From an optimization exercise on the open Yosys and OpenROAD flow, aimed at small area; shortcuts taken in it are not production practice.

red:
==> flow/design.v <==
module timer(clk, rst, timedClk);
  input clk, rst;
  output reg timedClk;
  reg [31:0] counter;
  always_ff @(posedge clk) begin
    if (rst) begin
      counter <= 32'd0;
      timedClk <= 1'd0;
    end else begin
      counter++;
      if (counter == 32'd24999999) begin
        timedClk <= 1'd1;
        counter <= 32'd0;
      end else begin
        timedClk <= 1'd0;
      end
    end
  end
endmodule
module traffic_light #(parameter ID = 0) (clk, rst, attention, preset, preset_add, force_red, preferential, leds, lgreen);
  input clk, rst;
  input attention, preferential;
  input preset, preset_add, force_red;
  output lgreen;
  output [0:2] leds;
  localparam [2:0] S_INIT   = 3'd0,
                   S_PRESET = 3'd1,
                   S_ADD    = 3'd2,
                   S_ATT    = 3'd3,
                   S_GREEN  = 3'd4,
                   S_YELLOW = 3'd5,
                   S_RED    = 3'd6;
  reg [2:0] st, st_n;
  reg [8:0] c;
  reg [6:0] tgt;
  reg clr, inc;
  wire go = (ID == 0) ? c[0] :
            (ID == 1) ? c[3] :
            (ID == 2) ? (c[3] & c[2] & c[1] & c[0]) :
                        (c[4] & c[2] & c[1]);
  wire dec = ~c[0];
  always @* begin
    st_n = st;
    clr = 1'b0;
    inc = 1'b1;
    case (st)
      S_INIT:
        if (go) begin
          st_n = preset ? S_PRESET : S_GREEN;
          clr = 1'b1;
        end
      S_PRESET:
        if (!preset) begin
          st_n = S_GREEN;
          clr = 1'b1;
        end else if (preset_add) begin
          st_n = S_ADD;
        end
      S_ADD:
        if (!preset_add) st_n = S_PRESET;
      S_GREEN:
        if (dec) begin
          if (force_red) begin
            st_n = S_RED; clr = 1'b1;
          end else if (attention) begin
            st_n = S_ATT; clr = 1'b1;
          end else if (c[8:1] == {tgt, 1'b0}) begin
            st_n = S_YELLOW; clr = 1'b1;
          end
        end
      S_YELLOW:
        if (dec) begin
          if (force_red) begin
            st_n = S_RED; clr = 1'b1;
          end else if (attention && c[1] && !c[2]) begin
            st_n = S_ATT; clr = 1'b1;
          end else if (c[1] && c[2]) begin
            st_n = S_RED; clr = 1'b1;
          end
        end
      S_RED:
        if (dec) begin
          if (force_red) begin
            inc = 1'b0;
          end else if (attention) begin
            st_n = S_ATT; clr = 1'b1;
          end else if (c[2]) begin
            st_n = S_GREEN; clr = 1'b1;
          end
        end
      S_ATT:
        if (dec && c[1]) begin
          st_n = S_YELLOW; clr = 1'b1;
        end
      default: ;
    endcase
  end
  localparam NR = (ID == 0) ? 1 : (ID == 3) ? 5 : 4;
  wire [8:0] c_n = clr ? 9'd0 : c + {8'd0, inc};
  always @(posedge clk, posedge rst) begin
    if (rst) begin
      st <= S_INIT;
      c[NR-1:0] <= {NR{1'b0}};
    end else begin
      st <= st_n;
      c[NR-1:0] <= c_n[NR-1:0];
    end
  end
  always @(posedge clk) c[8:NR] <= c_n[8:NR];
  wire add5 = ((st == S_INIT) & go & preferential) | (st == S_ADD);
  always @(posedge clk, posedge rst) begin
    if (rst) tgt <= 7'd15;
    else tgt <= tgt + (add5 ? 7'd5 : 7'd0);
  end
  assign leds = {st == S_GREEN, st == S_YELLOW, st == S_RED};
  assign lgreen = (st == S_ADD);
endmodule
module top_level(clk, rst, attention, preset, preset_adds, force_reds, preferentials, ltfs, lgreen);
  input clk, rst;
  input attention;
  input preset;
  input [3:0] preset_adds, force_reds, preferentials;
  output [11:0] ltfs;
  output [3:0] lgreen;
  traffic_light #(.ID(0)) tl1(.clk(clk), .rst(rst), .attention(attention), .preset(preset), .preset_add(preset_adds[0]), .force_red(force_reds[0]), .preferential(preferentials[0]), .leds(ltfs[2:0]), .lgreen(lgreen[0]));
  traffic_light #(.ID(1)) tl2(.clk(clk), .rst(rst), .attention(attention), .preset(preset), .preset_add(preset_adds[1]), .force_red(force_reds[1]), .preferential(preferentials[1]), .leds(ltfs[5:3]), .lgreen(lgreen[1]));
  traffic_light #(.ID(2)) tl3(.clk(clk), .rst(rst), .attention(attention), .preset(preset), .preset_add(preset_adds[2]), .force_red(force_reds[2]), .preferential(preferentials[2]), .leds(ltfs[8:6]), .lgreen(lgreen[2]));
  traffic_light #(.ID(3)) tl4(.clk(clk), .rst(rst), .attention(attention), .preset(preset), .preset_add(preset_adds[3]), .force_red(force_reds[3]), .preferential(preferentials[3]), .leds(ltfs[11:9]), .lgreen(lgreen[3]));
endmodule
clock: 20.0 ns
lec_check: 0
cap_margin: 20
core_margin: 2
core_utilization: 40
slew_margin: 20
standard.sh (not shown) runs the stock make flow with config.mk's settings and CLKGATE_MAP_FILE= SYNTH_SCRIPT=/design/flow/synth_recipe.tcl, a recipe that flattens the netlist after the stock synthesis.
==> flow/flow/run.sh <==
#!/bin/bash
set -e
export BUFFER_PORTS_ARGS="-buffer_cell sky130_fd_sc_hd__buf_1"
export CTS_ARGS="-sink_clustering_enable -repair_clock_nets -sink_clustering_size 40 -sink_clustering_max_diameter 300 -buf_list sky130_fd_sc_hd__clkbuf_8 -root_buf sky130_fd_sc_hd__clkbuf_8 -dont_use_dummy_load"
bash standard.sh > standard.log 2>&1
Input changes introduced in blue (baseline for comparison: red):
==> flow/flow/run.sh <==
#!/bin/bash
set -e
export BUFFER_PORTS_ARGS="-buffer_cell sky130_fd_sc_hd__buf_1"
export CTS_ARGS="-sink_clustering_enable -repair_clock_nets -sink_clustering_size 100 -sink_clustering_max_diameter 500 -sink_clustering_levels 1 -buf_list sky130_fd_sc_hd__clkbuf_8 -root_buf sky130_fd_sc_hd__clkbuf_8 -dont_use_dummy_load"
bash standard.sh > standard.log 2>&1
Notes after the runs:
Final clock period utilization by the worst path came out exactly the same in blue and red. Diff blue..red | number of sequential cells in the layout | unchanged. No run among blue and red stopped early or left any final violation; all are clean. Diff blue..red | worst-case hold slack | negligible.
No run of this note included a check of the RTL's function; only the layout flow was run.

==> what the ideal ports hide <==
No port has a modelled driver above. Below, the same layouts with a new extraction and two added sets of constraints.
Step 1 (the two cells are an assumption about what drives the block):
set clk [get_ports {clk}]
set_driving_cell -lib_cell sky130_fd_sc_hd__clkbuf_16 $clk
set_driving_cell -lib_cell sky130_fd_sc_hd__buf_2 [delete_from_list [all_inputs] $clk]
Step 2 times the ports against the registers' clock, not the clock port: input delays grow and output delays shrink by t, the midpoint of the rising clock arrivals with the driver on.
Slacks: no drivers / after step 1 / after step 2; pairs: no drivers / after step 1.
run	t (ns)	setup WS [ns]	hold slack, ns	slew at the worst register clock pin (ns)	worst slew at a driven data input, ns
red	0.396	14.240 / 14.208 / 13.962	0.488 / 0.488 / 0.488	0.08 / 0.08	0.04
blue	0.396	14.240 / 14.208 / 13.962	0.488 / 0.488 / 0.488	0.08 / 0.08	0.04
After both steps setup and hold are still met in every run listed.
